Context: an optimization exercise on an open-source flow, tuned for small area. The choices shown serve that exercise and are no tape-out recipe.
At most, simulation tests tie the RTL to the original design; equivalence was not proved.
The flow treats the clock pin as an ideal source, which a real chip does not have.
Power figures rest on the tool's default switching activity, not on a simulated workload.

==> flow/design.v <==
module microcontroller #(parameter M = 3,
                         parameter N = 16)
                        (input  [15:0]  din,
                         input          clk, rst,
                         output         rw,
                         output [N-1:0] addr,
                         output [N-1:0] dout);
    localparam EX = 3'd0, A3 = 3'd1, L2 = 3'd2, S2 = 3'd3,
               S3 = 3'd4, S4 = 3'd5, CLR = 3'd6;
    reg [2:0]   ph;              
    reg [2:0]   st;              
    reg [111:0] rf;              
    reg [15:0]  r7, mar;
    reg [2:0]   sa, sb;          
    reg         fz, fn, fo;      
    reg         nz;              
    reg         cf;              
    wire [3:0] op = din[15:12];
    wire [2:0] rd = din[11:9];
    wire [2:0] ra = din[8:6];
    wire [2:0] rb = din[5:3];
    wire ex    = (st == EX);
    wire isbin = ~op[3] & (op[2:0] <= 3'd4);
    wire ismn  = (op == 4'd5) | (op == 4'd6);
    wire isnop = (op == 4'd7) | (op == 4'd11);
    wire isldi = (op == 4'd10);
    wire isbr  = (op[3:2] == 2'b11);
    wire isld  = (op == 4'd8);
    wire isst  = (op == 4'd9);
    wire ld7   = isld & (rd == 3'd7);    
    wire last  = (ph == 3'd7);
    wire s34   = (st == S3) | (st == S4);
    wire taken = (op[1:0] == 2'b11) | (op[1:0] == 2'b00 & fz) |
                 (op[1:0] == 2'b01 & fn) | (op[1:0] == 2'b10 & fo);
    localparam Y_ZERO = 3'd0, Y_ONE = 3'd1, Y_Z = 3'd2, Y_NZ = 3'd3,
               Y_OFF = 3'd4, Y_ONES = 3'd5;
    localparam F_ADD = 2'd0, F_AND = 2'd1, F_OR = 2'd2, F_XOR = 2'd3;
    localparam W_RES = 2'd0, W_DIN = 2'd1, W_R7 = 2'd2;
    wire [2:0] xs  = ex ? ra : s34 ? sb : sa;
    wire [2:0] dst = ex ? (isst ? ra : rd) : xs;
    reg       x7;
    reg [2:0] ysel;
    reg [1:0] fn_sel;
    reg       cin0;      
    reg       we7;       
    reg       wen;       
    reg [1:0] wsel;
    reg       fset, fzero, fdin, osel;
    reg [2:0] nst;
    always @(*) begin
        x7 = 1'b0; ysel = Y_ZERO; fn_sel = F_ADD; cin0 = 1'b0;
        we7 = 1'b0; wen = 1'b0; wsel = W_RES;
        fset = 1'b0; fzero = 1'b0; fdin = 1'b0; osel = 1'b0; nst = EX;
        case (st)
        EX: begin
            if (isbin) begin
                wen = 1'b1; fset = 1'b1; nst = A3;
                case (op[2:0])
                3'd0: begin ysel = Y_Z; osel = 1'b1; end
                3'd1: begin ysel = Y_NZ; cin0 = 1'b1; osel = 1'b1; end
                3'd2: begin ysel = Y_Z; fn_sel = F_AND; end
                3'd3: begin ysel = Y_Z; fn_sel = F_OR; end
                default: begin ysel = Y_Z; fn_sel = F_XOR; end
                endcase
            end else if (ismn | ld7) begin
                ysel = (op == 4'd5) ? Y_ONES : Y_ZERO; fn_sel = F_XOR;
                wen = ismn; fset = 1'b1; nst = A3;
            end else if (isld | isst) begin
                we7 = 1'b1; wen = 1'b1; wsel = W_R7; fset = isld;
                nst = isld ? L2 : S2;
            end else if (isbr) begin
                x7 = 1'b1; ysel = taken ? Y_OFF : Y_ONE; we7 = 1'b1;
                fset = taken; osel = 1'b1;
            end else begin           
                x7 = 1'b1; ysel = Y_ONE; we7 = 1'b1; fset = 1'b1;
                fzero = isnop; fdin = isldi; wen = isldi; wsel = W_DIN;
            end
        end
        A3: begin
            x7 = 1'b1; ysel = Y_ONE; we7 = 1'b1;
        end
        L2: begin
            ysel = Y_ONE; we7 = 1'b1; wen = 1'b1; wsel = W_DIN;
        end
        S2: begin
            we7 = 1'b1; wen = 1'b1; wsel = W_R7; nst = S3;
        end
        S3: begin
            we7 = 1'b1; wen = 1'b1; wsel = W_R7; fset = 1'b1; nst = S4;
        end
        S4: begin
            ysel = Y_ONE; we7 = 1'b1; wen = 1'b1; wsel = W_R7;
        end
        default: begin               
            fn_sel = F_AND; we7 = 1'b1; wen = 1'b1;
        end
        endcase
    end
    function [1:0] tail(input [2:0] i, input [111:0] f, input [1:0] r);
        case (i)
        3'd0: tail = ~f[1:0];
        3'd1: tail = ~f[17:16];
        3'd2: tail = ~f[33:32];
        3'd3: tail = ~f[49:48];
        3'd4: tail = ~f[65:64];
        3'd5: tail = ~f[81:80];
        3'd6: tail = ~f[97:96];
        default: tail = r;
        endcase
    endfunction
    wire [1:0] xv = x7 ? r7[1:0] : tail(xs, rf, r7[1:0]);
    wire [1:0] zv = tail(rb, rf, r7[1:0]);
    wire [1:0] draw = din[{ph, 1'b0} +: 2];
    wire       sxl  = ex & isldi & ph[2];
    wire       sxb  = ex & isbr & (ph[2:1] == 2'b11);
    wire [1:0] dv   = sxl ? {2{din[8]}} : sxb ? {2{din[11]}} : draw;
    reg [1:0] yv;
    always @(*) begin
        case (ysel)
        Y_ONE:  yv = {1'b0, (ph == 3'd0)};
        Y_Z:    yv = zv;
        Y_NZ:   yv = ~zv;
        Y_OFF:  yv = dv;
        Y_ONES: yv = 2'b11;
        default: yv = 2'b00;
        endcase
    end
    wire       c0 = (ph == 3'd0) ? cin0 : cf;
    wire       s0 = xv[0] ^ yv[0] ^ c0;
    wire       c1 = (xv[0] & yv[0]) | (xv[0] & c0) | (yv[0] & c0);
    wire       s1 = xv[1] ^ yv[1] ^ c1;
    wire       c2 = (xv[1] & yv[1]) | (xv[1] & c1) | (yv[1] & c1);
    wire       ovf = c1 ^ c2;
    reg [1:0] res;
    always @(*) begin
        case (fn_sel)
        F_AND: res = xv & yv;
        F_OR:  res = xv | yv;
        F_XOR: res = xv ^ yv;
        default: res = {s1, s0};
        endcase
    end
    wire [1:0] wd   = (wsel == W_DIN) ? dv : (wsel == W_R7) ? r7[1:0] : res;
    wire [1:0] fd   = fzero ? 2'b00 : fdin ? dv : res;
    wire       clr  = (st == CLR);
    wire [1:0] r7in = we7 ? res : r7[1:0];
    wire       mar_ld = last & (st != S2) & (st != S3);
    assign addr = mar_ld ? {r7in, r7[15:2]} : mar;
    assign dout = r7;
    assign rw   = (st == S4) & (ph == 3'd0);
    integer k;
    always @(posedge clk) begin
        for (k = 0; k < 7; k = k + 1)
            rf[16*k +: 16] <= {(clr | (wen & (dst == k))) ? ~wd : rf[16*k +: 2],
                               rf[16*k+2 +: 14]};
        r7 <= {r7in, r7[15:2]};
        mar <= addr;
        cf <= c2;
        nz <= ((ph != 3'd0) & nz) | (|fd);
        if (ex) begin
            sa <= dst;
            sb <= rb;
        end
        if (rst) begin
            ph <= 3'd0;
            st <= CLR;
            fz <= 1'b0; fn <= 1'b0; fo <= 1'b0;
        end else begin
            ph <= ph + 3'd1;
            if (last) begin
                st <= nst;
                if (fset) begin
                    fz <= ~(nz | (|fd));
                    fn <= fd[1];
                    fo <= osel & ovf;
                end
            end
        end
    end
endmodule
export LEC_CHECK = 0
export ABC_AREA = 1
export CAP_MARGIN = 20
export CORE_MARGIN = 2
export CORE_UTILIZATION = 40
export SLEW_MARGIN = 20
create_clock -name core_clock -period 7.0 [get_ports {clk}]
standard.sh (not shown) runs the stock make flow with config.mk's settings and CLKGATE_MAP_FILE= SYNTH_SCRIPT=/design/flow/synth_recipe.tcl, a recipe that flattens the netlist after the stock synthesis.
==> flow/flow/run.sh <==
#!/bin/bash
# Standard ORFS layout, except:
#  - synthesis restructures the logic with ABC's &deepsyn and maps it with
#    amap, for area (flow/abc_area.script), and leaves adders to ABC (no
#    full-adder extraction).  It runs the standard flow's own synthesis script
#    (synth_recipe.tcl) on copies of ORFS's scripts folder that differ only
#    in abc_area.script; it does so for four &deepsyn seeds in parallel and
#    keeps the synthesis with the smallest cell area,
#  - ports are buffered with buf_1,
#  - the clock tree is built from clkbuf_2 without dummy loads, and
#    flow/post_cts.tcl sizes each leaf clock buffer for a clock edge of at
#    most 120 ps.
# Each tool run's output goes to its own log file here.
set -euo pipefail
seeds="1 2 3 4"
for s in $seeds; do
  rm -rf "scr_$s" "orfs_$s"
  cp -r "$FLOW_HOME/scripts" "scr_$s"
  sed "s/SEED/$s/" flow/abc_area.script > "scr_$s/abc_area.script"
  sed "s#WORK_HOME=[^ ]*#WORK_HOME=$PWD/orfs_$s#" standard.sh > "standard_$s.sh"
  bash "standard_$s.sh" synth "SCRIPTS_DIR=$PWD/scr_$s" "ADDER_MAP_FILE=" \
    > "synth_make_$s.log" 2>&1 &
done
wait
best=""; best_area=""
for s in $seeds; do
  a=$(awk '/Chip area/ {print $NF}' "orfs_$s/reports/sky130hd/microcontroller/base/synth_stat.txt")
  echo "seed $s: synthesis cell area $a" >> synth_pick.log
  if [[ -z "$best" ]] || awk -v a="$a" -v b="$best_area" 'BEGIN {exit !(a < b)}'; then
    best=$s; best_area=$a
  fi
done
echo "kept seed $best" >> synth_pick.log
rm -rf orfs
cp -a "orfs_$best" orfs
bash standard.sh finish \
  "BUFFER_PORTS_ARGS=-buffer_cell sky130_fd_sc_hd__buf_1" \
  "CTS_ARGS=-sink_clustering_enable -repair_clock_nets -dont_use_dummy_load -buf_list sky130_fd_sc_hd__clkbuf_2" \
  "POST_CTS_TCL=$PWD/flow/post_cts.tcl" \
  > flow_make.log 2>&1
Other scripts of this flow, unchanged in this note and not shown: flow/flow/abc_area.script, flow/flow/post_cts.tcl
Change:
--- a/flow/design.v
+++ b/flow/design.v
@@ -95,19 +95,19 @@
             fn_sel = F_AND; we7 = 1'b1; wen = 1'b1;
         end
         endcase
     end
     function [1:0] tail(input [2:0] i, input [111:0] f, input [1:0] r);
         case (i)
-        3'd0: tail = ~f[1:0];
-        3'd1: tail = ~f[17:16];
-        3'd2: tail = ~f[33:32];
-        3'd3: tail = ~f[49:48];
-        3'd4: tail = ~f[65:64];
-        3'd5: tail = ~f[81:80];
-        3'd6: tail = ~f[97:96];
+        3'd0: tail = f[1:0];
+        3'd1: tail = f[17:16];
+        3'd2: tail = f[33:32];
+        3'd3: tail = f[49:48];
+        3'd4: tail = f[65:64];
+        3'd5: tail = f[81:80];
+        3'd6: tail = f[97:96];
         default: tail = r;
         endcase
     endfunction
     wire [1:0] xv = x7 ? r7[1:0] : tail(xs, rf, r7[1:0]);
     wire [1:0] zv = tail(rb, rf, r7[1:0]);
     wire [1:0] draw = din[{ph, 1'b0} +: 2];
@@ -148,13 +148,13 @@
     assign addr = mar_ld ? {r7in, r7[15:2]} : mar;
     assign dout = r7;
     assign rw   = (st == S4) & (ph == 3'd0);
     integer k;
     always @(posedge clk) begin
         for (k = 0; k < 7; k = k + 1)
-            rf[16*k +: 16] <= {(clr | (wen & (dst == k))) ? ~wd : rf[16*k +: 2],
+            rf[16*k +: 16] <= {(clr | (wen & (dst == k))) ? wd : rf[16*k +: 2],
                                rf[16*k+2 +: 14]};
         r7 <= {r7in, r7[15:2]};
         mar <= addr;
         cf <= c2;
         nz <= ((ph != 3'd0) & nz) | (|fd);
         if (ex) begin
After rerunning:
- The changed run completed without violations
- die area barely changes
- routed wire length is lower by 1.4%
- setup slack gains 0.059 ns
- hold slack loses 0.017 ns
- utilization is lower by 0.16 points
- count of clock-buffer cells in the layout stays the same
- power is lower by 2.3%
- combinational power is lower by 15%
- critical path depth is unchanged
- clock skew is higher by 0.026 ns
- cell area is lower by 0.78%
The RTL of the first run of this note was laid out without a check of its function.

==> static timing again, ports no longer ideal <==
Ports are ideal in the flow. The routed layouts listed here were re-timed in OpenROAD.
Step 1, drivers: a clkbuf_16 drives clk and a buf_2 each remaining input, both assumed.
Step 2 also shifts input and output timing later by t, the mid clock arrival at the registers, as if the neighbouring blocks saw the same clock.
Three values: ideal, step 1, step 2; two values: the first two.
| run | shift t [ns] | slack for setup (ns) | worst register clock-pin slew, ns |
|---|---|---|---|
| the first run | 0.675 | 0.579 / 0.555 / 0.555 | 0.11 / 0.11 |
| the second run | 0.688 | 0.638 / 0.609 / 0.877 | 0.11 / 0.11 |
After both steps setup and hold are still met in every run listed. The setup slack of the first run, which loses most, moves by -0.024 ns with the drivers and by -0.024 ns with both steps.
